This design comes from an exercise in tuning for small area, a short achievable clock period and few clock cycles on the open sky130 flow, not from production work. Where RTL was checked, it was by simulation tests only, not by an equivalence proof against the original. Function not checked in run 1: the RTL went through the layout flow alone. Power and IR drop assume default switching activity.

**design/flow/config.mk**
```make
export PLATFORM = sky130hd
export DESIGN_NAME = alu
export DESIGN_NICKNAME = alu
export VERILOG_FILES = /design/flow/design.v
export SDC_FILE = /design/flow/constraint.sdc
export NUM_CORES = 4
export LEC_CHECK = 0
export CAP_MARGIN = 20
export CORE_MARGIN = 2
export CORE_UTILIZATION = 40
export SLEW_MARGIN = 20
```
**design/flow/constraint.sdc**
```tcl
create_clock -name core_clock -period 24.0 [get_ports {clk}]
set_input_delay 4.8000 -clock core_clock [delete_from_list [all_inputs] [get_ports {clk}]]
set_output_delay 4.8000 -clock core_clock [all_outputs]
set_load 0.01 [all_outputs]
```
**design/flow/design.v**
```verilog
module alu(
    input [31:0] A,
    input [31:0] B,
    input [2:0] ALUop,
    input clk,
    input reset,
    output reg [31:0] Result,
    output done
);
wire mod_sel = (ALUop == 3'b111);
wire [31:0] mod_result;
wire [31:0] diff;              
wire no_borrow;                
mod #(.R_STEPS(2)) mod_instance (
    .clk(clk),
    .reset(reset),
    .start(mod_sel),
    .ALUop(ALUop),
    .A(A),
    .B(B),
    .Result(mod_result),
    .diff(diff),
    .no_borrow(no_borrow),
    .done(done)
);
always @(*) begin
    case (ALUop)
        3'b000: Result = A & B;
        3'b001: Result = A | B;
        3'b010: Result = A ^ B;
        3'b011: Result = ~(A | B);
        3'b100: Result = {31'b0, no_borrow};
        3'b101: Result = diff;
        3'b110: Result = diff;
        default: Result = mod_result;
    endcase
end
endmodule
module mod_cu(
    input clk,
    input reset,
    input start,               
    input [4:0] g,             
    output load,               
    output last,               
    output done
);
    reg active;                
    reg [4:0] cnt;
    always @(posedge clk or posedge reset) begin
        if (reset) begin
            active <= 1'b0;
            cnt    <= 5'd0;
        end else begin
            active <= start;
            if (load)       cnt <= g;
            else if (!last) cnt <= cnt - 5'd1;
        end
    end
    assign load = start & ~active;
    assign last = (cnt == 5'd0);
    assign done = active & last;
endmodule
module mod_dp #(parameter R_STEPS = 2) (
    input clk,
    input [2:0] ALUop,
    input [31:0] A,
    input [31:0] B,
    input load,
    input last,
    input done,
    output [4:0] g,
    output [31:0] Result,
    output [31:0] diff,
    output no_borrow
);
    localparam DW = 32 + R_STEPS - 1;
    reg [31:0] R;
    reg [DW-1:0] D;
    function [2:0] lz4;
        input [3:0] x;
        begin
            lz4[2] = ~|x;
            lz4[1] = ~|x[3:2];
            lz4[0] = ~x[3] & (x[2] | ~x[1]);
        end
    endfunction
    function [5:0] lz32;
        input [31:0] x;
        reg [2:0] n [0:7];
        reg [3:0] m [0:3];
        reg [4:0] k [0:1];
        integer i;
        begin
            for (i = 0; i < 8; i = i + 1) n[i] = lz4(x[31-4*i -: 4]);
            for (i = 0; i < 4; i = i + 1)
                m[i] = n[2*i][2] ? {n[2*i+1][2], 1'b1, n[2*i+1][1:0]} : {2'b00, n[2*i][1:0]};
            for (i = 0; i < 2; i = i + 1)
                k[i] = m[2*i][3] ? {m[2*i+1][3], 1'b1, m[2*i+1][2:0]} : {2'b00, m[2*i][2:0]};
            lz32 = k[0][4] ? {k[1][4], 1'b1, k[1][3:0]} : {2'b00, k[0][3:0]};
        end
    endfunction
    wire [5:0] ca = lz32(A);
    wire [5:0] cb = lz32(B);
    wire [6:0] dd = {1'b0, cb} - {1'b0, ca};
    wire [4:0] d = dd[6] ? 5'd0 : dd[4:0];
    assign g = d / R_STEPS;
    wire [DW-1:0] dn = {B, {(R_STEPS-1){1'b0}}} << (g * R_STEPS);
    wire alu_mode = ~(ALUop == 3'b111);
    wire add = (ALUop == 3'b101);
    wire bin = alu_mode & ~ALUop[1];
    wire [31:0] rc [0:R_STEPS];
    assign rc[0] = R;
    genvar j;
    generate for (j = 0; j < R_STEPS - 1; j = j + 1) begin : chain
        wire b;
        wire [31:0] df;
        mod_step #(.DW(DW - j)) st(.r(rc[j]), .d(D[DW-1:j]), .bin(1'b0), .q(rc[j+1]), .diff(df), .bout(b));
    end endgenerate
    wire [31:0] r_last = alu_mode ? A : rc[R_STEPS-1];
    wire [31:0] d_last = alu_mode ? (B ^ {32{add}}) : D[31 + R_STEPS - 1:R_STEPS - 1];
    wire bout_last;
    mod_step #(.DW(32)) st_last(.r(r_last), .d(d_last), .bin(bin), .q(rc[R_STEPS]), .diff(diff), .bout(bout_last));
    assign no_borrow = ~bout_last;
    always @(posedge clk) begin
        if (load) begin
            R <= A;
            D <= dn;
        end else begin
            R <= rc[R_STEPS];
            D <= last ? {DW{1'b0}} : (D >> R_STEPS);
        end
    end
    assign Result = done ? rc[R_STEPS] : 32'd0;
endmodule
module mod_step #(parameter DW = 33) (
    input [31:0] r,
    input [DW-1:0] d,
    input bin,
    output [31:0] q,
    output [31:0] diff,
    output bout
);
    wire [32:0] b;
    pfx32 borrow(.g(~r & d[31:0]), .p(~(r ^ d[31:0])), .cin(bin), .c(b));
    generate
        if (DW > 32) assign bout = b[32] | (|d[DW-1:32]);
        else         assign bout = b[32];
    endgenerate
    assign diff = r ^ d[31:0] ^ b[31:0];
    assign q = bout ? r : diff;
endmodule
module pfx32(input [31:0] g, input [31:0] p, input cin, output [32:0] c);
  wire G0c = g[0] | (p[0] & cin);
  wire G2 = g[1] | (p[1] & G0c);
  wire G3 = g[3] | (p[3] & g[2]);
  wire P3 = p[3] & p[2];
  wire G4 = g[5] | (p[5] & g[4]);
  wire P4 = p[5] & p[4];
  wire G5 = g[7] | (p[7] & g[6]);
  wire P5 = p[7] & p[6];
  wire G6 = g[9] | (p[9] & g[8]);
  wire P6 = p[9] & p[8];
  wire G7 = g[11] | (p[11] & g[10]);
  wire P7 = p[11] & p[10];
  wire G8 = g[13] | (p[13] & g[12]);
  wire P8 = p[13] & p[12];
  wire G9 = g[15] | (p[15] & g[14]);
  wire P9 = p[15] & p[14];
  wire G10 = g[17] | (p[17] & g[16]);
  wire P10 = p[17] & p[16];
  wire G11 = g[19] | (p[19] & g[18]);
  wire P11 = p[19] & p[18];
  wire G12 = g[21] | (p[21] & g[20]);
  wire P12 = p[21] & p[20];
  wire G13 = g[23] | (p[23] & g[22]);
  wire P13 = p[23] & p[22];
  wire G14 = g[25] | (p[25] & g[24]);
  wire P14 = p[25] & p[24];
  wire G15 = g[27] | (p[27] & g[26]);
  wire P15 = p[27] & p[26];
  wire G16 = g[29] | (p[29] & g[28]);
  wire P16 = p[29] & p[28];
  wire G17 = g[31] | (p[31] & g[30]);
  wire P17 = p[31] & p[30];
  wire G18 = G3 | (P3 & G2);
  wire G19 = G5 | (P5 & G4);
  wire P19 = P5 & P4;
  wire G20 = G7 | (P7 & G6);
  wire P20 = P7 & P6;
  wire G21 = G9 | (P9 & G8);
  wire P21 = P9 & P8;
  wire G22 = G11 | (P11 & G10);
  wire P22 = P11 & P10;
  wire G23 = G13 | (P13 & G12);
  wire P23 = P13 & P12;
  wire G24 = G15 | (P15 & G14);
  wire P24 = P15 & P14;
  wire G25 = G17 | (P17 & G16);
  wire P25 = P17 & P16;
  wire G26 = G19 | (P19 & G18);
  wire G27 = G21 | (P21 & G20);
  wire P27 = P21 & P20;
  wire G28 = G23 | (P23 & G22);
  wire P28 = P23 & P22;
  wire G29 = G25 | (P25 & G24);
  wire P29 = P25 & P24;
  wire G30 = G27 | (P27 & G26);
  wire G31 = G29 | (P29 & G28);
  wire P31 = P29 & P28;
  wire G32 = G31 | (P31 & G30);
  wire G33 = G28 | (P28 & G30);
  wire G34 = G20 | (P20 & G26);
  wire G35 = G22 | (P22 & G30);
  wire G36 = G24 | (P24 & G33);
  wire G37 = G4 | (P4 & G18);
  wire G38 = G6 | (P6 & G26);
  wire G39 = G8 | (P8 & G34);
  wire G40 = G10 | (P10 & G30);
  wire G41 = G12 | (P12 & G35);
  wire G42 = G14 | (P14 & G33);
  wire G43 = G16 | (P16 & G36);
  wire G44 = g[2] | (p[2] & G2);
  wire G45 = g[4] | (p[4] & G18);
  wire G46 = g[6] | (p[6] & G37);
  wire G47 = g[8] | (p[8] & G26);
  wire G48 = g[10] | (p[10] & G38);
  wire G49 = g[12] | (p[12] & G34);
  wire G50 = g[14] | (p[14] & G39);
  wire G51 = g[16] | (p[16] & G30);
  wire G52 = g[18] | (p[18] & G40);
  wire G53 = g[20] | (p[20] & G35);
  wire G54 = g[22] | (p[22] & G41);
  wire G55 = g[24] | (p[24] & G33);
  wire G56 = g[26] | (p[26] & G42);
  wire G57 = g[28] | (p[28] & G36);
  wire G58 = g[30] | (p[30] & G43);
  assign c[0] = cin;
  assign c[1] = G0c;
  assign c[2] = G2;
  assign c[3] = G44;
  assign c[4] = G18;
  assign c[5] = G45;
  assign c[6] = G37;
  assign c[7] = G46;
  assign c[8] = G26;
  assign c[9] = G47;
  assign c[10] = G38;
  assign c[11] = G48;
  assign c[12] = G34;
  assign c[13] = G49;
  assign c[14] = G39;
  assign c[15] = G50;
  assign c[16] = G30;
  assign c[17] = G51;
  assign c[18] = G40;
  assign c[19] = G52;
  assign c[20] = G35;
  assign c[21] = G53;
  assign c[22] = G41;
  assign c[23] = G54;
  assign c[24] = G33;
  assign c[25] = G55;
  assign c[26] = G42;
  assign c[27] = G56;
  assign c[28] = G36;
  assign c[29] = G57;
  assign c[30] = G43;
  assign c[31] = G58;
  assign c[32] = G32;
endmodule
module mod #(parameter R_STEPS = 2) (
    input clk,
    input reset,
    input start,               
    input [2:0] ALUop,
    input [31:0] A,
    input [31:0] B,
    output [31:0] Result,      
    output [31:0] diff,
    output no_borrow,
    output done
);
    wire load, last;
    wire [4:0] g;
    mod_cu control_unit(
        .clk(clk), .reset(reset), .start(start), .g(g),
        .load(load), .last(last), .done(done)
    );
    mod_dp #(.R_STEPS(R_STEPS)) datapath(
        .clk(clk), .ALUop(ALUop), .A(A), .B(B), .load(load), .last(last),
        .done(done), .g(g), .Result(Result), .diff(diff), .no_borrow(no_borrow)
    );
endmodule
```
**design/flow/run.sh**
```bash
#!/bin/bash
# synth_recipe.tcl (not shown) runs the flow's synth.tcl, then flattens the netlist and writes it again
# the make line also repeats each setting of config.mk as NAME=value (left out here)
make -C /OpenROAD-flow-scripts/flow DESIGN_CONFIG=/design/flow/config.mk WORK_HOME=/design/flow/orfs CLKGATE_MAP_FILE= SYNTH_SCRIPT=/design/flow/synth_recipe.tcl finish
```
==> results of run 1 <==
area by class of cell:
class | instances | share of cell area (%)
Clock buffer | 10 | 1.93
Clock inverter | 6 | 0.434
Inverter | 154 | 4.45
Multi-Input combinational cell | 1189 | 69.7
Sequential cell | 71 | 11.2
Tap cell | 378 | 3.64
Timing Repair Buffer | 117 | 8.68
cells by family after synthesis:
group | Yosys count | share of synthesized area [%]
and+or+nand+nor | 355 | 14.5
muxes | 100 | 8.99
AOI/OAI and AO/OA | 480 | 28.4
xor gates and xnor gates | 89 | 6.87
buffers and inverters | 240 | 8.07
adders and majority gates | 165 | 20.4
DFF | 71 | 12.8
power groups by stage:
stage / sequential [µW] / combinational (µW) / clock, µW
3_3_place_gp: 229 / 759 / 0
6_report: 231 / 783 / 150
5_1_grt: 237 / 868 / 154
4_1_cts: 228 / 774 / 150
3_5_place_dp: 230 / 769 / 0
2_1_floorplan: 200 / 551 / 0
stage by stage:
| step | total power, µW | setup WS [ps] | util (%) |
|---|---|---|---|
| after CTS | 1150 | 7170 | 46.5 |
| final | 1160 | 7010 | 46.6 |
| after global placement | 988 | 7270 | 45.4 |
| after floorplan | 751 | 10230 | - |
| after detailed placement | 999 | 7170 | 45.4 |
| after global routing | 1260 | 6620 | 46.6 |
placed cells by master (no fill, tap or decap), drive strengths merged, types with 11 or more instances in the layout:
cell	count
inv	158
ha	131
nand2	124
a21oi	115
o21ai	103
nor2	101
clkdlybuf4s50	98
mux2i	85
dfxtp	65
xnor2	54
a211oi	36
a21o	36
xor2	35
fa	34
o211ai	31
nor3	27
nand3	24
nor2b	23
a22oi	20
buf	19
a221o	16
mux2	15
o21a	14
a22o	14
o22ai	13
a211o	13
and3	12
o221ai	12
a221oi	11
metal layers:
metal / vias to the layer above / routed length, µm
met5: - / 0
met4: 0 / 1310
met3: 81 / 4160
met2: 542 / 18900
met1: 5574 / 19500
li1: 5442 / -
state kept, by name, indices dropped and copies added, names as in the netlist:
signal and flops:
mod_instance.control_unit.active 1, mod_instance.datapath.D 33, mod_instance.control_unit.cnt 5, mod_instance.datapath.R 32
worst max-delay path, cell delays in order:
cell and delay (ps):
sky130_fd_sc_hd__buf_2 80, sky130_fd_sc_hd__buf_4 590, sky130_fd_sc_hd__nand3_4 600, sky130_fd_sc_hd__inv_2 320, sky130_fd_sc_hd__buf_4 690, sky130_fd_sc_hd__nor2_1 110
sky130_fd_sc_hd__a21oi_1 190, sky130_fd_sc_hd__fa_1 200, sky130_fd_sc_hd__inv_1 50, sky130_fd_sc_hd__fa_1 390, sky130_fd_sc_hd__a21oi_1 230, sky130_fd_sc_hd__nor2_1 130
sky130_fd_sc_hd__o311a_1 370, sky130_fd_sc_hd__nor2_1 230, sky130_fd_sc_hd__o21ai_0 240, sky130_fd_sc_hd__o21a_1 510, sky130_fd_sc_hd__buf_4 330, sky130_fd_sc_hd__nor3_1 770
sky130_fd_sc_hd__a21oi_1 400, sky130_fd_sc_hd__o221ai_1 310, sky130_fd_sc_hd__clkdlybuf4s50_1 590
final timing paths:
check | start | slack (ps) | end | cells past startpoint
worst max register to register | mod_instance.datapath.R[0]$_DFF_P_ | 16410 | mod_instance.datapath.R[7]$_DFF_P_ | 25
max in group asynchronous | reset | 19130 | mod_instance.control_unit.cnt[2]$_DFFE_PP0P_ | 2
min in group asynchronous | reset | 4650 | mod_instance.control_unit.active$_DFF_PP0_ | 2
worst min register to register | mod_instance.datapath.D[2]$_DFF_P_ | 520 | mod_instance.datapath.D[0]$_SDFF_PP0_ | 2
worst min-delay path | mod_instance.datapath.D[2]$_DFF_P_ | 520 | mod_instance.datapath.D[0]$_SDFF_PP0_ | 2
worst max-delay path | ALUop[0] | 7010 | Result[15] | 21
==> run notes, run 1 <==
Critical Path End Type=output port; number of buffers created by CTS=9; final count of hold timing violations=0; clock root cell=sky130_fd_sc_hd__clkbuf_16; cell area after layout=0.0130 mm²; combinational share of power=~67%; pin count of the biggest net entering global routing=81; fraction of synthesized cell area taken by the top area cell type=between 10% and 20%; final antenna-violating net count=0; most instantiated library cell after synthesis=sky130_fd_sc_hd__inv_1; post-detailed-route DRC marker count=0; initial core utilization=between 40% and 50%; total negative setup slack=0 ps; # port buffers=101; total clock sinks=a little over 70; internal power contribution=574 µW; vias post-DR=between 10000 and 15000; initial antenna violation count=0; overall track demand over capacity in global routing=about 30%; post-route fraction of the period consumed by the critical path=between 70% and 80%; kind of critical path=in -> out; top cells by area in the synthesized netlist=sky130_fd_sc_hd__ha_1 14%, sky130_fd_sc_hd__dfxtp_1 11%, sky130_fd_sc_hd__mux2i_1 7.5%, sky130_fd_sc_hd__fa_1 6.0%, sky130_fd_sc_hd__inv_1 5.1%; switching share of power=50.7%; hold buffer count at cts=0; width of the die=between 150 and 200 µm; TritonCTS clock tree=yes; path type of the worst min-delay path=reg -> reg; clk buf depth=2; number of enable-type register cells in the synthesized netlist=0; wire length per cell=about 23 µm; routed wire length=43.8 mm; post-synthesis async set-or-reset flop share=about 8.5%; instance area at placement=0.0127 mm²; unrepaired setup endpoints after global routing=false; Multi-input gate area=0.00904 mm²; layout cell share with drive strength beyond 1=about 4.5%; CP Data Required Time=19200 ps; number of flip-flops and latches in the synthesized netlist=slightly above 70; Startpoint Class=input port; Final #Nets=between 1500 and 2000; CTS HTree Levels=3; Sequential cell area=roughly 0.0015 mm²; Seq pwr share=just under 20%; net load switching power=~590 µW; instance count after placement with tap cells included=roughly 1900; highest clock rate=between 50 and 60 MHz; via-per-instance ratio=6.05; final critical path time including I/O delays and setup=between 15000 and 20000 ps; arrival time at the worst endpoint=between 10000 and 15000 ps; busiest metal layer after global routing=met2; fill cell count=roughly 2800; Routability Congestion=slightly below 1; met3 track demand over resource in global routing=6.13%; overall overflow remaining after global route=0; area of the core=about 0.028 mm²; Die Span Y=approximately 170 µm; Post-synth top flop=sky130_fd_sc_hd__dfxtp_1; worst clock skew=around 17 ps; power per standard cell area=between 80 and 90 mW/mm²; post-synth top area cell=sky130_fd_sc_hd__ha_1; max-slew violation count=0; total leakage power=slightly above 0.006 µW; Commonest cells post-synth=153 x sky130_fd_sc_hd__inv_1, 131 x sky130_fd_sc_hd__ha_1, 124 x sky130_fd_sc_hd__nand2_1; Iteration-0 DRC Markers=roughly 1100; peak ir drop on the vdd network=0.0472 mV; Syn-to-layout area delta=14.4%; dpl hpwl=roughly 34 mm; met2 track demand over resource in global routing=45.6%; vias in the first global route=roughly 11000; non-filler cells in the finished layout=between 1500 and 2000; transition at the pin with the smallest max-transition slack=roughly 1100 ps; number of instances in the synthesized netlist=1500; maximum net fanout on the critical path=80; Slew HR=about 28%; result of the run=complete, no violations; count of boundary I/O pins=102; clock latency reported for the late side of the worst-skew pair=370 ps; WHS=522 ps; number of gates resized after cts=0; power share of the clock group=about an eighth; reported max-cap violation count=0; net count of the mapped netlist=between 1500 and 2000; number of placement rows=61; post-synthesis area per instance=roughly 7.6 µm²; number of search-and-repair iterations in the first detailed-routing pass=9; number of distinct library cell variants in the gate-level netlist after synthesis=approximately 70; met1 Usage GRT=around 42%; postcts setup bufs=0; first-pass GRT wire length=~66 mm; number of antenna repair diodes=0; die outline area=slightly below 0.03 mm²; Clk pin slew, worst setup/hold paths=70 ps; number of failing setup endpoints in the final timing report=0; Synth Warn #=15; area of the mapped netlist=roughly 0.011 mm²; fraction of the yosys area taken by sequential cells=12.8%
==> run 2: changes to the inputs <==
--- a/design/flow/design.v
+++ b/design/flow/design.v
@@ -25,13 +25,19 @@
 );
+wire t11 = ~ALUop[1];
+wire t10 = ALUop[1] ^ ALUop[0];
+wire t00 = ALUop[1] & ALUop[0];
+wire [31:0] both = A & B;
+wire [31:0] any = A | B;
+reg [31:0] logic_res;
+integer i;
+always @(*)
+    for (i = 0; i < 32; i = i + 1)
+        logic_res[i] = both[i] ? t11 : (any[i] ? t10 : t00);
+wire is_logic = ~ALUop[2];
+wire is_arith = ALUop[2] & (ALUop[1] ^ ALUop[0]);
+wire is_gt = ALUop[2] & ~ALUop[1] & ~ALUop[0];
+wire mod_done = mod_sel & done;
 always @(*) begin
-    case (ALUop)
-        3'b000: Result = A & B;
-        3'b001: Result = A | B;
-        3'b010: Result = A ^ B;
-        3'b011: Result = ~(A | B);
-        3'b100: Result = {31'b0, no_borrow};
-        3'b101: Result = diff;
-        3'b110: Result = diff;
-        default: Result = mod_result;
-    endcase
+    Result = (logic_res & {32{is_logic}}) | (diff & {32{is_arith}}) | (mod_result & {32{mod_done}});
+    Result[0] = Result[0] | (is_gt & no_borrow);
 end
@@ -119,3 +125,3 @@
     end endgenerate
-    wire [31:0] r_last = alu_mode ? A : rc[R_STEPS-1];
+    wire [31:0] r_last = (alu_mode | load) ? A : rc[R_STEPS-1];
     wire [31:0] d_last = alu_mode ? (B ^ {32{add}}) : D[31 + R_STEPS - 1:R_STEPS - 1];
@@ -125,11 +131,7 @@
     always @(posedge clk) begin
-        if (load) begin
-            R <= A;
-            D <= dn;
-        end else begin
-            R <= rc[R_STEPS];
-            D <= last ? {DW{1'b0}} : (D >> R_STEPS);
-        end
+        R <= rc[R_STEPS];
+        if (load) D <= dn;
+        else      D <= last ? {DW{1'b0}} : (D >> R_STEPS);
     end
-    assign Result = done ? rc[R_STEPS] : 32'd0;
+    assign Result = rc[R_STEPS];
 endmodule
==> run notes, run 2 <==
Largest register FFs=33 (unchanged); top register by number of flip-flops=mod_instance.datapath.D (unchanged); number of search-and-repair iterations in the first detailed-routing pass=7 (was 9); post-synth top area cell=sky130_fd_sc_hd__dfxtp_1 (was sky130_fd_sc_hd__ha_1); post-route fraction of the period consumed by the critical path=70.1% (was 70.8%); pin count of the biggest net entering global routing=78 (was 81); clock root cell=sky130_fd_sc_hd__clkbuf_16 (unchanged); hold buffer count at cts=0 (unchanged); CTS HTree Levels=3 (unchanged); peak ir drop on the vdd network=0.0452 mV (was 0.0472 mV); number of buffers created by CTS=9 (unchanged); wire length per cell=21.5 µm (was 22.8 µm); max-slew violation count=0 (unchanged); layout cell share with drive strength beyond 1=4.90% (was 4.52%); Synth Warn #=15 (unchanged); # port buffers=101 (unchanged); total leakage power=0.00517 µW (was 0.00608 µW); Clk pin slew, worst setup/hold paths=60 ps (was 70 ps); post-synthesis area per instance=7.23 µm² (was 7.57 µm²); fraction of synthesized cell area taken by the top area cell type=12.8% (was 14.4%); number of antenna repair diodes=0 (unchanged); number of failing setup endpoints in the final timing report=0 (unchanged); startpoint of the most critical register-to-register path=mod_instance.datapath.D[10]$_DFF_P_ (was mod_instance.datapath.R[0]$_DFF_P_); commonest non-fill, non-tap cells in the layout=151 x sky130_fd_sc_hd__nor2_1, 150 x sky130_fd_sc_hd__nand2_1, 130 x sky130_fd_sc_hd__a21oi_1 (was 153 x sky130_fd_sc_hd__inv_1, 131 x sky130_fd_sc_hd__ha_1, 123 x sky130_fd_sc_hd__nand2_1); fill cell count=2574 (was 2834); instance area at placement=0.0113 mm² (was 0.0127 mm²); path type of the worst min-delay path=reg -> reg (unchanged); number of flip-flops and latches in the synthesized netlist=71 (unchanged); net count of the mapped netlist=1577 (was 1734); width of the die=163 µm (was 172 µm); total negative setup slack=0 ps (unchanged); area of the core=0.0250 mm² (was 0.0279 mm²); Final #Nets=1597 (was 1776); maximum net fanout on the critical path=77 (was 80); clock latency reported for the late side of the worst-skew pair=370 ps (about the same); result of the run=complete, no violations (unchanged); total clock sinks=71 (unchanged); Slew HR=24.0% (was 28.2%); number of instances in the synthesized netlist=1404 (was 1500); TritonCTS clock tree=yes (unchanged); worst clock skew=16.6 ps (was 16.5 ps); final critical path time including I/O delays and setup=16820 ps (was 16990 ps); vias in the first global route=9816 (was 10875); Die Span Y=163 µm (was 172 µm); arrival time at the worst endpoint=12020 ps (was 12190 ps); die outline area=0.0267 mm² (was 0.0297 mm²); overall track demand over capacity in global routing=28.2% (was 29.7%); most common library cell in the layout ignoring fill and taps=sky130_fd_sc_hd__nor2_1 (was sky130_fd_sc_hd__inv_1); power per standard cell area=86.7 mW/mm² (was 89.7 mW/mm²); Startpoint Class=input port (unchanged); routed wire length=37.9 mm (was 43.8 mm); number of placement rows=58 (was 61); Routability Congestion=0.946 (was 0.971); post-detailed-route DRC marker count=0 (unchanged); most instantiated library cell after synthesis=sky130_fd_sc_hd__nor2_1 (was sky130_fd_sc_hd__inv_1); highest clock rate=59.5 MHz (was 58.9 MHz); initial antenna violation count=0 (unchanged); dpl hpwl=28.9 mm (was 33.8 mm); fraction of the yosys area taken by sequential cells=14.3% (was 12.8%); via-per-instance ratio=5.98 (was 6.05); number of distinct library cell variants in the gate-level netlist after synthesis=70 (was 68); endpoint of the lowest-slack register-to-register path=mod_instance.datapath.R[30]$_DFF_P_ (was mod_instance.datapath.R[7]$_DFF_P_); top cells by area in the synthesized netlist=sky130_fd_sc_hd__dfxtp_1 13%, sky130_fd_sc_hd__ha_1 8.6%, sky130_fd_sc_hd__mux2i_1 8.3%, sky130_fd_sc_hd__fa_1 6.7%, sky130_fd_sc_hd__a21oi_1 6.4% (was sky130_fd_sc_hd__ha_1 14%, sky130_fd_sc_hd__dfxtp_1 11%, sky130_fd_sc_hd__mux2i_1 7.5%, sky130_fd_sc_hd__fa_1 6.0%, sky130_fd_sc_hd__inv_1 5.1%); final antenna-violating net count=0 (unchanged); count of boundary I/O pins=102 (unchanged); destination of the critical timing path=Result[27] (was Result[15]); kind of critical path=in -> out (unchanged); area of the mapped netlist=0.0101 mm² (was 0.0113 mm²); number of gates resized after cts=0 (unchanged); transition at the pin with the smallest max-transition slack=1140 ps (was 1070 ps); final count of hold timing violations=0 (unchanged); Syn-to-layout area delta=14.3% (was 14.4%); initial core utilization=40.5% (was 40.7%); vias post-DR=10520 (was 11639); clk buf depth=2 (unchanged); number of enable-type register cells in the synthesized netlist=0 (unchanged); Iteration-0 DRC Markers=1003 (was 1059); R2R depth=25 (unchanged); top flop regs=mod_instance.datapath.D: 33 flops, mod_instance.datapath.R: 32 flops, mod_instance.control_unit.cnt: 5 flops (unchanged); overall overflow remaining after global route=0 (unchanged); postcts setup bufs=0 (unchanged); reported max-cap violation count=0 (unchanged); Critical Path End Type=output port (unchanged); unrepaired setup endpoints after global routing=false (unchanged); cell area after layout=0.0116 mm² (was 0.0130 mm²); first-pass GRT wire length=57.0 mm (was 65.8 mm); post-synthesis async set-or-reset flop share=8.45% (unchanged); CP Data Required Time=19200 ps (about the same); Finished Core Util=46.3% (was 46.6%); Hold Crit Depth=2 (unchanged); Post-synth top flop=sky130_fd_sc_hd__dfxtp_1 (unchanged); Commonest cells post-synth=153 x sky130_fd_sc_hd__nor2_1, 152 x sky130_fd_sc_hd__nand2_1, 130 x sky130_fd_sc_hd__a21oi_1 (was 153 x sky130_fd_sc_hd__inv_1, 131 x sky130_fd_sc_hd__ha_1, 124 x sky130_fd_sc_hd__nand2_1); register-to-register path setup slack=17050 ps (was 16410 ps); timing startpoint of the critical path=ALUop[1] (was ALUop[0])
## run 2: power breakdown
group | internal [µW] | switching [µW]
Clock | 70.8 | 65.0
Sequential | 163 | 57.1
Combinational | 275 | 373
## run 2: metrics by stage
stage,power [µW],worst slack (ps),hold slack [ps],cells
3_5_place_dp,857,7260,494,1743
6_report,1000,7180,510,1759
2_1_floorplan,660,9710,445,1404
4_1_cts,996,7230,503,1759
5_1_grt,1080,6920,524,1759
3_3_place_gp,851,7390,491,1743
## run 2: routing by layer
layer	up-vias	GRT usage [%]	part of all wire (%)
met1	4985	39.0	44
met4	0	8.09	2.7
met3	60	6.27	10
li1	5014	-	-
met2	461	44.1	44
met5	-	0	0
## run 2: layout make-up
type | instances | area (µm²) | share of cell area (%)
Clock buffer | 10 | 229 | 1.98
Sequential cell | 71 | 1450 | 12.5
Inverter | 88 | 330 | 2.85
Clock inverter | 6 | 45.0 | 0.389
Timing Repair Buffer | 122 | 1170 | 10.1
Tap cell | 330 | 413 | 3.56
Multi-Input combinational cell | 1132 | 7950 | 68.6
## run 2: worst max-delay path, cell delays in order
cell and delay [ps]:
sky130_fd_sc_hd__clkdlybuf4s50_1 450, sky130_fd_sc_hd__buf_4 370, sky130_fd_sc_hd__ha_1 240, sky130_fd_sc_hd__and3_2 160
sky130_fd_sc_hd__buf_4 610, sky130_fd_sc_hd__mux2i_1 390, sky130_fd_sc_hd__fa_1 230, sky130_fd_sc_hd__inv_1 50
sky130_fd_sc_hd__fa_1 400, sky130_fd_sc_hd__o21a_1 240, sky130_fd_sc_hd__o21ai_1 370, sky130_fd_sc_hd__a21o_1 210
sky130_fd_sc_hd__o211ai_1 190, sky130_fd_sc_hd__o41ai_2 610, sky130_fd_sc_hd__a2111o_1 960, sky130_fd_sc_hd__o22ai_2 460
sky130_fd_sc_hd__buf_4 360, sky130_fd_sc_hd__a221o_1 380, sky130_fd_sc_hd__clkdlybuf4s50_1 480
## run 2: worst min path at each step
stage,start,endpoint
floorplan,mod_instance.datapath.D[3]$_DFF_P_,mod_instance.datapath.D[1]$_DFF_P_
detailed placement,mod_instance.datapath.D[3]$_DFF_P_,mod_instance.datapath.D[1]$_DFF_P_
CTS,mod_instance.datapath.D[3]$_DFF_P_,mod_instance.datapath.D[1]$_DFF_P_
global route,mod_instance.datapath.D[3]$_DFF_P_,mod_instance.datapath.D[1]$_DFF_P_
global placement,mod_instance.datapath.D[3]$_DFF_P_,mod_instance.datapath.D[1]$_DFF_P_
finish,mod_instance.datapath.D[3]$_DFF_P_,mod_instance.datapath.D[1]$_DFF_P_
## run 2: kinds of logic (layout without fill, tap and decap cells)
family                     after synthesis  after routing  synth area share (%)
and+or+nand+nor                        459            459                  20.0
AOI/OAI and AO/OA                      390            390                  25.6
buffers and inverters                  201            226                  7.62
muxes                                  111            111                  11.3
adders and majority gates              104            104                  15.3
DFF                                     71             71                  14.3
xor gates and xnor gates                68             68                  5.87
Testbench counts of run 2, summed over its fixed seeds: cycles 2,985.
==> run 3: changes to the inputs <==
==> design/flow/flow/run.sh (new file) <==
#!/bin/bash
# The standard layout (the standard.sh: standard synthesis, floorplan, place,
# CTS, route, finish) with two changes to how it is made:
#  - setup repair aims at 10 ns of slack instead of 0, so the resizer sizes up
#    the gates on the longest paths;
#  - the port buffers are sky130_fd_sc_hd__buf_2 instead of the default pick.
# The constraints (constraint.sdc) are the standard flow's, unchanged.
set -euo pipefail
bash standard.sh SETUP_SLACK_MARGIN=10 \
    "BUFFER_PORTS_ARGS=-buffer_cell sky130_fd_sc_hd__buf_2" \
    finish > flow_make.log 2>&1
==> design/flow/standard.sh (new file) <==
#!/bin/bash
# synth_recipe.tcl (not shown) runs the flow's synth.tcl, then flattens the netlist and writes it again
# the make line also repeats each setting of config.mk as NAME=value (left out here)
make -C /OpenROAD-flow-scripts/flow DESIGN_CONFIG=/design/flow/config.mk WORK_HOME=/design/flow/orfs CLKGATE_MAP_FILE= SYNTH_SCRIPT=/design/flow/synth_recipe.tcl "${@:-finish}"
removed: design/flow/run.sh
==> run notes, run 3 <==
fraction of the mapped netlist area in adder cells=15.3% (unchanged); R2R depth=25 (unchanged); startpoint of the most critical register-to-register path=mod_instance.datapath.D[10]$_DFF_P_ (unchanged); top register by number of flip-flops=mod_instance.datapath.D (unchanged); net count of the mapped netlist=1577 (unchanged); logic depth of the worst setup path including buffers=22 (was 19); result of the run=complete, no violations (unchanged); Post-synth top flop=sky130_fd_sc_hd__dfxtp_1 (unchanged); power share of the clock group=15.8% (was 13.5%); transition at the pin with the smallest max-transition slack=1110 ps (was 1140 ps); highest clock rate=72.0 MHz (was 59.5 MHz); kind of critical path=in -> out (unchanged); final critical path time including I/O delays and setup=13890 ps (was 16820 ps); xor-xnor portion of the synthesized cell area=5.87% (unchanged); Setup WS pre-CTS=7790 ps (was 7260 ps); path type of the worst min-delay path=reg -> reg (unchanged); Synth Warn #=15 (unchanged); WHS=506 ps (was 510 ps); fraction of synthesized cell area taken by the top area cell type=12.8% (unchanged); Seq pwr share=20.6% (was 22.0%); post-detailed-route DRC marker count=0 (unchanged); instance count after placement with tap cells included=1742 (was 1743); number of failing setup endpoints in the final timing report=0 (unchanged); commonest non-fill, non-tap cells in the layout=150 x sky130_fd_sc_hd__nand2_1, 149 x sky130_fd_sc_hd__nor2_1, 121 x sky130_fd_sc_hd__a21oi_1 (was 151 x sky130_fd_sc_hd__nor2_1, 150 x sky130_fd_sc_hd__nand2_1, 130 x sky130_fd_sc_hd__a21oi_1); number of antenna repair diodes=0 (unchanged); Critical Path End Type=output port (unchanged); most instantiated library cell after synthesis=sky130_fd_sc_hd__nor2_1 (unchanged); final antenna-violating net count=0 (unchanged); Die Span Y=163 µm (unchanged); number of distinct library cell variants in the gate-level netlist after synthesis=70 (unchanged); number of placement rows=58 (unchanged); layout cell share with drive strength beyond 1=15.2% (was 4.90%); area of the core=0.0250 mm² (unchanged); wire length per cell=22.7 µm (was 21.5 µm); CP cell instances=buf_16 > ha_4 > and3_4 > buf_12 > nor2_1 > a21oi_2 > inv_1 > ha_1 > a21oi_1 > a21boi_1 > o311a_1 > a21o_1 > o211ai_1 > buf_4 > o41ai_4 > buf_4 > a2111o_2 > o22ai_4 > buf_12 > buf_6 > a221o_1 > buf_2 (was clkdlybuf4s50_1 > buf_4 > ha_1 > and3_2 > buf_4 > mux2i_1 > fa_1 > inv_1 > fa_1 > o21a_1 > o21ai_1 > a21o_1 > o211ai_1 > o41ai_2 > a2111o_1 > o22ai_2 > buf_4 > a221o_1 > clkdlybuf4s50_1); overall overflow remaining after global route=0 (unchanged); vias in the first global route=9932 (was 9816); fraction of the mapped netlist area in compound gates=25.6% (unchanged); fraction of the yosys area taken by sequential cells=14.3% (unchanged); number of buffers created by CTS=9 (unchanged); vias post-DR=10927 (was 10520); count of boundary I/O pins=102 (unchanged); clock root cell=sky130_fd_sc_hd__clkbuf_16 (unchanged); first-pass GRT wire length=58.9 mm (was 57.0 mm); Largest register FFs=33 (unchanged); total clock sinks=71 (unchanged); Iteration-0 DRC Markers=1265 (was 1003); routed wire length=40.7 mm (was 37.9 mm); Max stage delay on crit path=560 ps (was 960 ps); endpoint of the lowest-slack register-to-register path=mod_instance.datapath.R[30]$_DFF_P_ (unchanged); post-synth top area cell=sky130_fd_sc_hd__dfxtp_1 (unchanged); arrival time at the worst endpoint=9090 ps (was 12020 ps); switching share of power=48.2% (was 49.3%); initial core utilization=40.5% (unchanged); total negative setup slack=0 ps (unchanged); peak ir drop on the vdd network=0.0408 mV (was 0.0452 mV); TritonCTS clock tree=yes (unchanged); top cells by area in the synthesized netlist=sky130_fd_sc_hd__dfxtp_1 13%, sky130_fd_sc_hd__ha_1 8.6%, sky130_fd_sc_hd__mux2i_1 8.3%, sky130_fd_sc_hd__fa_1 6.7%, sky130_fd_sc_hd__a21oi_1 6.4% (unchanged); number of search-and-repair iterations in the first detailed-routing pass=6 (was 7); combinational family with the most area after synthesis=compound AO/OA/AOI/OAI gates (unchanged); Startpoint Class=input port (unchanged); Syn-to-layout area delta=16.7% (was 14.3%); Multi-input gate area=0.00814 mm² (was 0.00795 mm²); clock latency reported for the late side of the worst-skew pair=360 ps (was 370 ps); multiplexer area fraction after synthesis=11.3% (unchanged); post-synthesis async set-or-reset flop share=8.45% (unchanged); Clk pin slew, worst setup/hold paths=60 ps (about the same); final count of hold timing violations=0 (unchanged); die outline area=0.0267 mm² (unchanged); cell with the biggest individual delay on the critical path=sky130_fd_sc_hd__a2111o_2 (was sky130_fd_sc_hd__a2111o_1); max-slew violation count=0 (unchanged); Slew HR=25.7% (was 24.0%); maximum net fanout on the critical path=19 (was 77); width of the die=163 µm (unchanged); dpl hpwl=29.2 mm (was 28.9 mm); post-synthesis area per instance=7.23 µm² (unchanged); register-to-register path setup slack=17270 ps (was 17050 ps); fill cell count=2537 (was 2574); most common library cell in the layout ignoring fill and taps=sky130_fd_sc_hd__nand2_1 (was sky130_fd_sc_hd__nor2_1); top flop regs=mod_instance.datapath.D: 33 flops, mod_instance.datapath.R: 32 flops, mod_instance.control_unit.cnt: 5 flops (unchanged); post-route fraction of the period consumed by the critical path=57.9% (was 70.1%); via-per-instance ratio=6.11 (was 5.98); simple-gate share of the synthesized area=20.0% (unchanged); worst path setup slack after routing=10110 ps (was 7180 ps); Finished Core Util=47.3% (was 46.3%); Routability Congestion=0.933 (was 0.946); internal power contribution=539 µW (was 509 µW); reported max-cap violation count=0 (unchanged); unrepaired setup endpoints after global routing=true (was false); # port buffers=101 (unchanged); non-filler cells in the finished layout=1789 (was 1759); power per standard cell area=88.0 mW/mm² (was 86.7 mW/mm²); CP Data Required Time=19200 ps (about the same); number of instances in the synthesized netlist=1404 (unchanged); combinational share of power=63.6% (was 64.5%); overall track demand over capacity in global routing=29.4% (was 28.2%); hold buffer count at cts=0 (unchanged); CTS HTree Levels=3 (unchanged); Sequential cell area=0.00145 mm² (unchanged); number of enable-type register cells in the synthesized netlist=0 (unchanged); timing startpoint of the critical path=ALUop[1] (unchanged); destination of the critical timing path=Result[18] (was Result[27]); total leakage power=0.00554 µW (was 0.00517 µW); pin count of the biggest net entering global routing=68 (was 78); worst clock skew=10.9 ps (was 16.6 ps); clk buf depth=2 (unchanged); initial antenna violation count=0 (unchanged); area of the mapped netlist=0.0101 mm² (unchanged); family with the most delay on the worst path=compound AO/OA/AOI/OAI gates (unchanged); Commonest cells post-synth=153 x sky130_fd_sc_hd__nor2_1, 152 x sky130_fd_sc_hd__nand2_1, 130 x sky130_fd_sc_hd__a21oi_1 (unchanged); net load switching power=502 µW (was 495 µW); Final #Nets=1627 (was 1597); number of flip-flops and latches in the synthesized netlist=71 (unchanged); Buffers & Inverters on Critical Path=8 (was 6)
## run 3: logic make-up (layout without fill, tap and decap cells)
group                      Yosys count  in the layout
AOI/OAI and AO/OA                  390            390
xor gates and xnor gates            68             68
adders and majority gates          104            104
buffers and inverters              201            255
DFF                                 71             71
muxes                              111            111
and+or+nand+nor                    459            460
## run 3: layout make-up
cell class	instances	area share (%)
multi-input combinational	1133	68.8
sequential	71	12.3
timing repair buffer	151	9.77
tap	330	3.49
inverter	88	2.79
clock buffer	10	1.93
clock inverter	6	0.983
## run 3: power groups by stage
stage                     clock, µW  combinational (µW)  sequential [µW]
after floorplan                   0                 469              191
after global placement            0                 621              214
after detailed placement          0                 625              213
after CTS                       166                 642              211
after global routing            170                 732              217
final                           165                 662              214
## run 3: what timing repair did
item                                   in CTS  in global routing
setup endpoints to repair                  32                 32
endpoints found under the hold margin       0                  0
pin swaps                                   6                  8
resized for setup                          33                 24
buffers inserted                            8                 13
gates cloned                                5                  5
## run 3: how the worst min path moves through the flow
stage / start / endpoint / slack (ps) / cells after the start
finish: mod_instance.datapath.D[3]$_DFF_P_ / mod_instance.datapath.D[1]$_DFF_P_ / 510 / 2
global placement: mod_instance.datapath.D[3]$_DFF_P_ / mod_instance.datapath.D[1]$_DFF_P_ / 500 / 2
global route: mod_instance.datapath.D[2]$_DFF_P_ / mod_instance.datapath.D[0]$_SDFF_PP0_ / 540 / 1
CTS: mod_instance.datapath.D[3]$_DFF_P_ / mod_instance.datapath.D[1]$_DFF_P_ / 510 / 2
detailed placement: mod_instance.datapath.D[3]$_DFF_P_ / mod_instance.datapath.D[1]$_DFF_P_ / 500 / 2
floorplan: mod_instance.datapath.D[3]$_DFF_P_ / mod_instance.datapath.D[1]$_DFF_P_ / 450 / 2
## run 3: per-stage QoR
step	cell area, µm²	power, µW
after floorplan	10100	660
after global placement	10800	835
after detailed placement	10800	838
after CTS	11500	1020
after global routing	11800	1120
final	11800	1040
## run 3: metal layers
metal / part of all wire, % / GRT usage [%] / vias up
met1: 43 / 40.7 / 5153
met5: 0 / 0 / -
li1: - / - / 5079
met2: 44 / 46.3 / 603
met4: 4.0 / 10.5 / 0
met3: 9.4 / 4.29 / 92
## run 3: worst min-delay path, stage by stage, from the launching register on
cell                      delay (ps)
sky130_fd_sc_hd__dfxtp_1         340
sky130_fd_sc_hd__nand2_1          70
sky130_fd_sc_hd__o21ai_1          50
==> run 4: changes to the inputs <==
--- a/design/flow/design.v
+++ b/design/flow/design.v
@@ -13,3 +13,3 @@
 wire no_borrow;                
-mod #(.R_STEPS(2)) mod_instance (
+mod #(.R_STEPS(3)) mod_instance (
     .clk(clk),
@@ -48,3 +48,3 @@
     input start,               
-    input [4:0] g,             
+    input [3:0] g,             
     output load,               
@@ -54,3 +54,3 @@
     reg active;                
-    reg [4:0] cnt;
+    reg [3:0] cnt;
     always @(posedge clk or posedge reset) begin
@@ -58,3 +58,3 @@
             active <= 1'b0;
-            cnt    <= 5'd0;
+            cnt    <= 4'd0;
         end else begin
@@ -62,3 +62,3 @@
             if (load)       cnt <= g;
-            else if (!last) cnt <= cnt - 5'd1;
+            else if (!last) cnt <= cnt - 4'd1;
         end
@@ -66,3 +66,3 @@
     assign load = start & ~active;
-    assign last = (cnt == 5'd0);
+    assign last = (cnt == 4'd0);
     assign done = active & last;
@@ -77,3 +77,3 @@
     input done,
-    output [4:0] g,
+    output [3:0] g,
     output [31:0] Result,
@@ -112,4 +112,11 @@
     wire [4:0] d = dd[6] ? 5'd0 : dd[4:0];
-    assign g = d / R_STEPS;
-    wire [DW-1:0] dn = {B, {(R_STEPS-1){1'b0}}} << (g * R_STEPS);
+    wire [4:0] gq = d / R_STEPS;
+    assign g = gq[3:0];
+    reg [DW-1:0] dn;
+    integer k;
+    always @(*) begin
+        dn = {B, {(R_STEPS-1){1'b0}}};
+        for (k = 0; k < 4; k = k + 1)
+            if (g[k]) dn = dn << (R_STEPS << k);
+    end
     wire alu_mode = ~(ALUop == 3'b111);
@@ -128,3 +135,3 @@
     wire bout_last;
-    mod_step #(.DW(32)) st_last(.r(r_last), .d(d_last), .bin(bin), .q(rc[R_STEPS]), .diff(diff), .bout(bout_last));
+    mod_step #(.DW(32), .FAST(1)) st_last(.r(r_last), .d(d_last), .bin(bin), .q(rc[R_STEPS]), .diff(diff), .bout(bout_last));
     assign no_borrow = ~bout_last;
@@ -137,3 +144,3 @@
 endmodule
-module mod_step #(parameter DW = 33) (
+module mod_step #(parameter DW = 33, parameter FAST = 0) (
     input [31:0] r,
@@ -146,3 +153,6 @@
     wire [32:0] b;
-    pfx32 borrow(.g(~r & d[31:0]), .p(~(r ^ d[31:0])), .cin(bin), .c(b));
+    generate
+        if (FAST) pfx32f borrow(.g(~r & d[31:0]), .p(~(r ^ d[31:0])), .cin(bin), .c(b));
+        else      pfx32 borrow(.g(~r & d[31:0]), .p(~(r ^ d[31:0])), .cin(bin), .c(b));
+    endgenerate
     generate
@@ -273,2 +283,265 @@
 endmodule
+module pfx32f(input [31:0] g, input [31:0] p, input cin, output [32:0] c);
+  wire G0c = g[0] | (p[0] & cin);
+  wire G2 = g[1] | (p[1] & G0c);
+  wire G3 = g[2] | (p[2] & g[1]);
+  wire P3 = p[2] & p[1];
+  wire G4 = g[3] | (p[3] & g[2]);
+  wire P4 = p[3] & p[2];
+  wire G5 = g[4] | (p[4] & g[3]);
+  wire P5 = p[4] & p[3];
+  wire G6 = g[5] | (p[5] & g[4]);
+  wire P6 = p[5] & p[4];
+  wire G7 = g[6] | (p[6] & g[5]);
+  wire P7 = p[6] & p[5];
+  wire G8 = g[7] | (p[7] & g[6]);
+  wire P8 = p[7] & p[6];
+  wire G9 = g[8] | (p[8] & g[7]);
+  wire P9 = p[8] & p[7];
+  wire G10 = g[9] | (p[9] & g[8]);
+  wire P10 = p[9] & p[8];
+  wire G11 = g[10] | (p[10] & g[9]);
+  wire P11 = p[10] & p[9];
+  wire G12 = g[11] | (p[11] & g[10]);
+  wire P12 = p[11] & p[10];
+  wire G13 = g[12] | (p[12] & g[11]);
+  wire P13 = p[12] & p[11];
+  wire G14 = g[13] | (p[13] & g[12]);
+  wire P14 = p[13] & p[12];
+  wire G15 = g[14] | (p[14] & g[13]);
+  wire P15 = p[14] & p[13];
+  wire G16 = g[15] | (p[15] & g[14]);
+  wire P16 = p[15] & p[14];
+  wire G17 = g[16] | (p[16] & g[15]);
+  wire P17 = p[16] & p[15];
+  wire G18 = g[17] | (p[17] & g[16]);
+  wire P18 = p[17] & p[16];
+  wire G19 = g[18] | (p[18] & g[17]);
+  wire P19 = p[18] & p[17];
+  wire G20 = g[19] | (p[19] & g[18]);
+  wire P20 = p[19] & p[18];
+  wire G21 = g[20] | (p[20] & g[19]);
+  wire P21 = p[20] & p[19];
+  wire G22 = g[21] | (p[21] & g[20]);
+  wire P22 = p[21] & p[20];
+  wire G23 = g[22] | (p[22] & g[21]);
+  wire P23 = p[22] & p[21];
+  wire G24 = g[23] | (p[23] & g[22]);
+  wire P24 = p[23] & p[22];
+  wire G25 = g[24] | (p[24] & g[23]);
+  wire P25 = p[24] & p[23];
+  wire G26 = g[25] | (p[25] & g[24]);
+  wire P26 = p[25] & p[24];
+  wire G27 = g[26] | (p[26] & g[25]);
+  wire P27 = p[26] & p[25];
+  wire G28 = g[27] | (p[27] & g[26]);
+  wire P28 = p[27] & p[26];
+  wire G29 = g[28] | (p[28] & g[27]);
+  wire P29 = p[28] & p[27];
+  wire G30 = g[29] | (p[29] & g[28]);
+  wire P30 = p[29] & p[28];
+  wire G31 = g[30] | (p[30] & g[29]);
+  wire P31 = p[30] & p[29];
+  wire G32 = g[31] | (p[31] & g[30]);
+  wire P32 = p[31] & p[30];
+  wire G33 = G3 | (P3 & G0c);
+  wire G34 = G4 | (P4 & G2);
+  wire G35 = G5 | (P5 & G3);
+  wire P35 = P5 & P3;
+  wire G36 = G6 | (P6 & G4);
+  wire P36 = P6 & P4;
+  wire G37 = G7 | (P7 & G5);
+  wire P37 = P7 & P5;
+  wire G38 = G8 | (P8 & G6);
+  wire P38 = P8 & P6;
+  wire G39 = G9 | (P9 & G7);
+  wire P39 = P9 & P7;
+  wire G40 = G10 | (P10 & G8);
+  wire P40 = P10 & P8;
+  wire G41 = G11 | (P11 & G9);
+  wire P41 = P11 & P9;
+  wire G42 = G12 | (P12 & G10);
+  wire P42 = P12 & P10;
+  wire G43 = G13 | (P13 & G11);
+  wire P43 = P13 & P11;
+  wire G44 = G14 | (P14 & G12);
+  wire P44 = P14 & P12;
+  wire G45 = G15 | (P15 & G13);
+  wire P45 = P15 & P13;
+  wire G46 = G16 | (P16 & G14);
+  wire P46 = P16 & P14;
+  wire G47 = G17 | (P17 & G15);
+  wire P47 = P17 & P15;
+  wire G48 = G18 | (P18 & G16);
+  wire P48 = P18 & P16;
+  wire G49 = G19 | (P19 & G17);
+  wire P49 = P19 & P17;
+  wire G50 = G20 | (P20 & G18);
+  wire P50 = P20 & P18;
+  wire G51 = G21 | (P21 & G19);
+  wire P51 = P21 & P19;
+  wire G52 = G22 | (P22 & G20);
+  wire P52 = P22 & P20;
+  wire G53 = G23 | (P23 & G21);
+  wire P53 = P23 & P21;
+  wire G54 = G24 | (P24 & G22);
+  wire P54 = P24 & P22;
+  wire G55 = G25 | (P25 & G23);
+  wire P55 = P25 & P23;
+  wire G56 = G26 | (P26 & G24);
+  wire P56 = P26 & P24;
+  wire G57 = G27 | (P27 & G25);
+  wire P57 = P27 & P25;
+  wire G58 = G28 | (P28 & G26);
+  wire P58 = P28 & P26;
+  wire G59 = G29 | (P29 & G27);
+  wire P59 = P29 & P27;
+  wire G60 = G30 | (P30 & G28);
+  wire P60 = P30 & P28;
+  wire G61 = G31 | (P31 & G29);
+  wire P61 = P31 & P29;
+  wire G62 = G32 | (P32 & G30);
+  wire P62 = P32 & P30;
+  wire G63 = G35 | (P35 & G0c);
+  wire G64 = G36 | (P36 & G2);
+  wire G65 = G37 | (P37 & G33);
+  wire G66 = G38 | (P38 & G34);
+  wire G67 = G39 | (P39 & G35);
+  wire P67 = P39 & P35;
+  wire G68 = G40 | (P40 & G36);
+  wire P68 = P40 & P36;
+  wire G69 = G41 | (P41 & G37);
+  wire P69 = P41 & P37;
+  wire G70 = G42 | (P42 & G38);
+  wire P70 = P42 & P38;
+  wire G71 = G43 | (P43 & G39);
+  wire P71 = P43 & P39;
+  wire G72 = G44 | (P44 & G40);
+  wire P72 = P44 & P40;
+  wire G73 = G45 | (P45 & G41);
+  wire P73 = P45 & P41;
+  wire G74 = G46 | (P46 & G42);
+  wire P74 = P46 & P42;
+  wire G75 = G47 | (P47 & G43);
+  wire P75 = P47 & P43;
+  wire G76 = G48 | (P48 & G44);
+  wire P76 = P48 & P44;
+  wire G77 = G49 | (P49 & G45);
+  wire P77 = P49 & P45;
+  wire G78 = G50 | (P50 & G46);
+  wire P78 = P50 & P46;
+  wire G79 = G51 | (P51 & G47);
+  wire P79 = P51 & P47;
+  wire G80 = G52 | (P52 & G48);
+  wire P80 = P52 & P48;
+  wire G81 = G53 | (P53 & G49);
+  wire P81 = P53 & P49;
+  wire G82 = G54 | (P54 & G50);
+  wire P82 = P54 & P50;
+  wire G83 = G55 | (P55 & G51);
+  wire P83 = P55 & P51;
+  wire G84 = G56 | (P56 & G52);
+  wire P84 = P56 & P52;
+  wire G85 = G57 | (P57 & G53);
+  wire P85 = P57 & P53;
+  wire G86 = G58 | (P58 & G54);
+  wire P86 = P58 & P54;
+  wire G87 = G59 | (P59 & G55);
+  wire P87 = P59 & P55;
+  wire G88 = G60 | (P60 & G56);
+  wire P88 = P60 & P56;
+  wire G89 = G61 | (P61 & G57);
+  wire P89 = P61 & P57;
+  wire G90 = G62 | (P62 & G58);
+  wire P90 = P62 & P58;
+  wire G91 = G67 | (P67 & G0c);
+  wire G92 = G68 | (P68 & G2);
+  wire G93 = G69 | (P69 & G33);
+  wire G94 = G70 | (P70 & G34);
+  wire G95 = G71 | (P71 & G63);
+  wire G96 = G72 | (P72 & G64);
+  wire G97 = G73 | (P73 & G65);
+  wire G98 = G74 | (P74 & G66);
+  wire G99 = G75 | (P75 & G67);
+  wire P99 = P75 & P67;
+  wire G100 = G76 | (P76 & G68);
+  wire P100 = P76 & P68;
+  wire G101 = G77 | (P77 & G69);
+  wire P101 = P77 & P69;
+  wire G102 = G78 | (P78 & G70);
+  wire P102 = P78 & P70;
+  wire G103 = G79 | (P79 & G71);
+  wire P103 = P79 & P71;
+  wire G104 = G80 | (P80 & G72);
+  wire P104 = P80 & P72;
+  wire G105 = G81 | (P81 & G73);
+  wire P105 = P81 & P73;
+  wire G106 = G82 | (P82 & G74);
+  wire P106 = P82 & P74;
+  wire G107 = G83 | (P83 & G75);
+  wire P107 = P83 & P75;
+  wire G108 = G84 | (P84 & G76);
+  wire P108 = P84 & P76;
+  wire G109 = G85 | (P85 & G77);
+  wire P109 = P85 & P77;
+  wire G110 = G86 | (P86 & G78);
+  wire P110 = P86 & P78;
+  wire G111 = G87 | (P87 & G79);
+  wire P111 = P87 & P79;
+  wire G112 = G88 | (P88 & G80);
+  wire P112 = P88 & P80;
+  wire G113 = G89 | (P89 & G81);
+  wire P113 = P89 & P81;
+  wire G114 = G90 | (P90 & G82);
+  wire P114 = P90 & P82;
+  wire G115 = G99 | (P99 & G0c);
+  wire G116 = G100 | (P100 & G2);
+  wire G117 = G101 | (P101 & G33);
+  wire G118 = G102 | (P102 & G34);
+  wire G119 = G103 | (P103 & G63);
+  wire G120 = G104 | (P104 & G64);
+  wire G121 = G105 | (P105 & G65);
+  wire G122 = G106 | (P106 & G66);
+  wire G123 = G107 | (P107 & G91);
+  wire G124 = G108 | (P108 & G92);
+  wire G125 = G109 | (P109 & G93);
+  wire G126 = G110 | (P110 & G94);
+  wire G127 = G111 | (P111 & G95);
+  wire G128 = G112 | (P112 & G96);
+  wire G129 = G113 | (P113 & G97);
+  wire G130 = G114 | (P114 & G98);
+  assign c[0] = cin;
+  assign c[1] = G0c;
+  assign c[2] = G2;
+  assign c[3] = G33;
+  assign c[4] = G34;
+  assign c[5] = G63;
+  assign c[6] = G64;
+  assign c[7] = G65;
+  assign c[8] = G66;
+  assign c[9] = G91;
+  assign c[10] = G92;
+  assign c[11] = G93;
+  assign c[12] = G94;
+  assign c[13] = G95;
+  assign c[14] = G96;
+  assign c[15] = G97;
+  assign c[16] = G98;
+  assign c[17] = G115;
+  assign c[18] = G116;
+  assign c[19] = G117;
+  assign c[20] = G118;
+  assign c[21] = G119;
+  assign c[22] = G120;
+  assign c[23] = G121;
+  assign c[24] = G122;
+  assign c[25] = G123;
+  assign c[26] = G124;
+  assign c[27] = G125;
+  assign c[28] = G126;
+  assign c[29] = G127;
+  assign c[30] = G128;
+  assign c[31] = G129;
+  assign c[32] = G130;
+endmodule
 module mod #(parameter R_STEPS = 2) (
@@ -286,3 +559,3 @@
     wire load, last;
-    wire [4:0] g;
+    wire [3:0] g;
     mod_cu control_unit(
==> run notes, run 4 <==
total clock sinks=71 (unchanged); reported max-cap violation count=0 (unchanged); Commonest cells post-synth=141 x sky130_fd_sc_hd__nor2_1, 137 x sky130_fd_sc_hd__nand2_1, 134 x sky130_fd_sc_hd__mux2i_1 (was 153 x sky130_fd_sc_hd__nor2_1, 152 x sky130_fd_sc_hd__nand2_1, 130 x sky130_fd_sc_hd__a21oi_1); most common library cell in the layout ignoring fill and taps=sky130_fd_sc_hd__nor2_1 (was sky130_fd_sc_hd__nand2_1); result of the run=complete, no violations (unchanged); Startpoint Class=input port (unchanged); number of placement rows=64 (was 58); path type of the worst min-delay path=reg -> reg (unchanged); number of search-and-repair iterations in the first detailed-routing pass=6 (unchanged); Top cell by count, worst path=sky130_fd_sc_hd__buf_12; width of the die=179 µm (was 163 µm); vias in the first global route=11906 (was 9932); Max stage delay on crit path=440 ps (was 560 ps); top cells by area in the synthesized netlist=sky130_fd_sc_hd__mux2i_1 11%, sky130_fd_sc_hd__ha_1 11%, sky130_fd_sc_hd__dfxtp_1 11%, sky130_fd_sc_hd__fa_1 5.7%, sky130_fd_sc_hd__a21oi_1 4.9% (was sky130_fd_sc_hd__dfxtp_1 13%, sky130_fd_sc_hd__ha_1 8.6%, sky130_fd_sc_hd__mux2i_1 8.3%, sky130_fd_sc_hd__fa_1 6.7%, sky130_fd_sc_hd__a21oi_1 6.4%); area of the core=0.0304 mm² (was 0.0250 mm²); via-per-instance ratio=6.13 (was 6.11); most instantiated library cell after synthesis=sky130_fd_sc_hd__nor2_1 (unchanged); power per standard cell area=134 mW/mm² (was 88.0 mW/mm²); commonest non-fill, non-tap cells in the layout=135 x sky130_fd_sc_hd__nor2_1, 134 x sky130_fd_sc_hd__nand2_1, 118 x sky130_fd_sc_hd__inv_1 (was 150 x sky130_fd_sc_hd__nand2_1, 149 x sky130_fd_sc_hd__nor2_1, 121 x sky130_fd_sc_hd__a21oi_1); CTS HTree Levels=3 (unchanged); CP Data Required Time=19200 ps (about the same); final critical path time including I/O delays and setup=13970 ps (was 13890 ps); vias post-DR=12849 (was 10927); Largest register FFs=34 (was 33); number of instances in the synthesized netlist=1627 (was 1404); worst clock skew=7.95 ps (was 10.9 ps); arrival time at the worst endpoint=9170 ps (was 9090 ps); instance count after placement with tap cells included=2017 (was 1742); post-route fraction of the period consumed by the critical path=58.2% (was 57.9%); fraction of the yosys area taken by sequential cells=11.8% (was 14.3%); dpl hpwl=34.3 mm (was 29.2 mm); Clk pin slew, worst setup/hold paths=60 ps (about the same); unrepaired setup endpoints after global routing=true (unchanged); Post-synth top flop=sky130_fd_sc_hd__dfxtp_1 (unchanged); top flop regs=mod_instance.datapath.D: 34 flops, mod_instance.datapath.R: 32 flops, mod_instance.control_unit.cnt: 4 flops (was mod_instance.datapath.D: 33 flops, mod_instance.datapath.R: 32 flops, mod_instance.control_unit.cnt: 5 flops); top register by number of flip-flops=mod_instance.datapath.D (unchanged); number of distinct library cell variants in the gate-level netlist after synthesis=84 (was 70); number of flip-flops and latches in the synthesized netlist=71 (unchanged); maximum net fanout on the critical path=33 (was 19); overall overflow remaining after global route=0 (unchanged); count of boundary I/O pins=102 (unchanged); first-pass GRT wire length=69.5 mm (was 58.9 mm); routed wire length=47.6 mm (was 40.7 mm); max-slew violation count=0 (unchanged); register-to-register path setup slack=15250 ps (was 17270 ps); TritonCTS clock tree=yes (unchanged); net count of the mapped netlist=1837 (was 1577); Syn-to-layout area delta=18.5% (was 16.7%); layout cell share with drive strength beyond 1=19.7% (was 15.2%); Critical Path End Type=output port (unchanged); post-synthesis async set-or-reset flop share=7.04% (was 8.45%); clock root cell=sky130_fd_sc_hd__clkbuf_16 (unchanged); post-detailed-route DRC marker count=0 (unchanged); total leakage power=0.00629 µW (was 0.00554 µW); worst path setup slack after routing=10030 ps (was 10110 ps); Total Power Consumption=1950 µW (was 1040 µW); kind of critical path=in -> out (unchanged); peak ir drop on the vdd network=0.0527 mV (was 0.0408 mV); clk buf depth=2 (unchanged); total negative setup slack=0 ps (unchanged); number of enable-type register cells in the synthesized netlist=0 (unchanged); wire length per cell=22.7 µm (about the same); die outline area=0.0321 mm² (was 0.0267 mm²); post-synthesis area per instance=7.55 µm² (was 7.23 µm²); cell with the biggest individual delay on the critical path=sky130_fd_sc_hd__a221o_1 (was sky130_fd_sc_hd__a2111o_2); Routability Congestion=0.960 (was 0.933); initial core utilization=40.4% (was 40.5%); fraction of synthesized cell area taken by the top area cell type=10.9% (was 12.8%); Die Span Y=179 µm (was 163 µm); Finished Core Util=47.8% (was 47.3%); final antenna-violating net count=0 (unchanged); Synth Warn #=15 (unchanged); Iteration-0 DRC Markers=1186 (was 1265); post-synth top area cell=sky130_fd_sc_hd__mux2i_1 (was sky130_fd_sc_hd__dfxtp_1); pin count of the biggest net entering global routing=68 (unchanged); transition at the pin with the smallest max-transition slack=1170 ps (was 1110 ps); Slew HR=21.1% (was 25.7%); area of the mapped netlist=0.0123 mm² (was 0.0101 mm²); # port buffers=101 (unchanged); overall track demand over capacity in global routing=28.6% (was 29.4%); CP cell instances=buf_12 > ha_2 > buf_12 > and3_1 > buf_12 > buf_4 > mux2i_1 > ha_2 > a21o_1 > a221o_1 > a21oi_2 > nor3_2 > a211oi_4 > o21ai_2 > o31a_1 > a21oi_4 > buf_12 > nor2_4 > a221o_1 > buf_2 (was buf_16 > ha_4 > and3_4 > buf_12 > nor2_1 > a21oi_2 > inv_1 > ha_1 > a21oi_1 > a21boi_1 > o311a_1 > a21o_1 > o211ai_1 > buf_4 > o41ai_4 > buf_4 > a2111o_2 > o22ai_4 > buf_12 > buf_6 > a221o_1 > buf_2); non-filler cells in the finished layout=2095 (was 1789); initial antenna violation count=3 (was 0); Setup WS pre-CTS=8120 ps (was 7790 ps); final count of hold timing violations=0 (unchanged); Final #Nets=1901 (was 1627); number of failing setup endpoints in the final timing report=0 (unchanged); clock latency reported for the late side of the worst-skew pair=360 ps (about the same); highest clock rate=71.6 MHz (was 72.0 MHz); number of buffers created by CTS=9 (unchanged)
[run 4: cell types whose count changed after synthesis, moves of 21 or more]
cell | before | now
sky130_fd_sc_hd__mux2_2 | 16 | 37
sky130_fd_sc_hd__o221ai_1 | 4 | 34
sky130_fd_sc_hd__o21ai_0 | 63 | 92
sky130_fd_sc_hd__inv_1 | 88 | 120
sky130_fd_sc_hd__xnor2_1 | 21 | 48
sky130_fd_sc_hd__ha_1 | 70 | 106
sky130_fd_sc_hd__nand2b_1 | 2 | 29
sky130_fd_sc_hd__a221o_1 | 33 | 2
sky130_fd_sc_hd__mux2i_1 | 84 | 134
[run 4: cell type report]
type | instances | area, µm²
Timing Repair Buffer | 173 | 1400
Clock buffer | 10 | 229
Tap cell | 396 | 495
Sequential cell | 71 | 1450
Multi-Input combinational cell | 1316 | 10400
Inverter | 120 | 450
Fill cell | 3026 | 15900
Clock inverter | 6 | 93.8
Antenna cell | 3 | 7.51
[run 4: worst max-delay path, delay by kind of cell]
kind	cells	cell delay, ps
adders and majority gates	2	650
AOI/OAI and AO/OA	8	2080
muxes	1	300
and+or+nand+nor	3	390
buffers and inverters	6	930
[run 4: power breakdown]
part | total, µW | leakage, µW | switching (µW) | internal [µW]
sequential | 241 | 0.000613 | 73.8 | 167
clock | 154 | 0.000153 | 62.5 | 92.0
combinational | 1560 | 0.00553 | 859 | 696
total | 1950 | 0.00629 | 995 | 955
[run 4: cell families (layout without fill, tap and decap cells)]
| kind of cell | after synthesis | in the layout | share of synthesized area, % |
|---|---|---|---|
| buffers and inverters | 241 | 309 | 7.89 |
| adders and majority gates | 141 | 141 | 16.5 |
| xor gates and xnor gates | 104 | 104 | 7.47 |
| muxes | 173 | 173 | 14.5 |
| DFF | 71 | 71 | 11.8 |
| other | 0 | 3 | 0 |
| and+or+nand+nor | 441 | 442 | 16.7 |
| AOI/OAI and AO/OA | 456 | 456 | 25.1 |
[run 4: metal layers]
metal	track usage (%)	up-vias	share of wire, %
met1	40.3	6167	43
met2	45.4	627	45
met3	2.76	104	8.8
li1	-	5951	-
met4	9.71	0	3.4
met5	0	-	0
[run 4: metrics by stage]
stage / area [µm²] / hold WS (ps)
floorplan: 12300 / 471
global placement: 12900 / 575
detailed placement: 12900 / 567
CTS: 14000 / 576
global route: 14600 / 589
finish: 14600 / 563
[run 4: path summary, 6_finish.rpt]
kind	startpoint	endpoint	depth (start not counted)
hold / removal	mod_instance.datapath.D[3]$_DFF_P_	mod_instance.datapath.D[0]$_SDFF_PP0_	2
min in group asynchronous	reset	mod_instance.control_unit.cnt[0]$_DFFE_PP0P_	2
setup reg to reg	mod_instance.datapath.R[0]$_DFF_P_	mod_instance.datapath.R[26]$_DFF_P_	40
setup / recovery	ALUop[1]	Result[0]	20
hold reg to reg	mod_instance.datapath.D[3]$_DFF_P_	mod_instance.datapath.D[0]$_SDFF_PP0_	2
max in group asynchronous	reset	mod_instance.control_unit.active$_DFF_PP0_	2
[run 4: repair_timing]
action,CTS,global route
gates cloned,4,5
resized for setup,68,80
pin swaps,29,46
setup endpoints to repair,32,32
buffers inserted,30,20
hold buffers,0,0
Testbench counts of run 4, summed over its fixed seeds: cycles 2,414.

==> port drivers added, routing unchanged <==
No port has a modelled driver above. Below, the same layouts with a new extraction and two added sets of constraints.
Step 1 assumes that a clkbuf_16 drives the clock port and a buf_2 every other input.
Step 2 adds t to the input delays and takes it off the output delays; t is the mean of the earliest and latest rising clock arrival at the registers after step 1. Input paths then give back, and output paths get back, about the clock's delay inside the block.
a / b / c = ideal ports / drivers / drivers and shift; a / b = the first two.
| run | shift t [ns] | slack for setup (ns) | worst setup path at the end |
|---|---|---|---|
| run 1 | 0.410 | 7.012 / 6.989 / 6.989 | input to output |
| run 2 | 0.408 | 7.185 / 7.163 / 7.163 | input to output |
| run 3 | 0.401 | 10.113 / 9.933 / 9.933 | input to output |
| run 4 | 0.403 | 10.033 / 9.963 / 9.963 | input to output |
After both steps setup and hold are still met in every run listed. The setup slack of run 3, which loses most, moves by -0.180 ns with the drivers and by -0.180 ns with both steps.
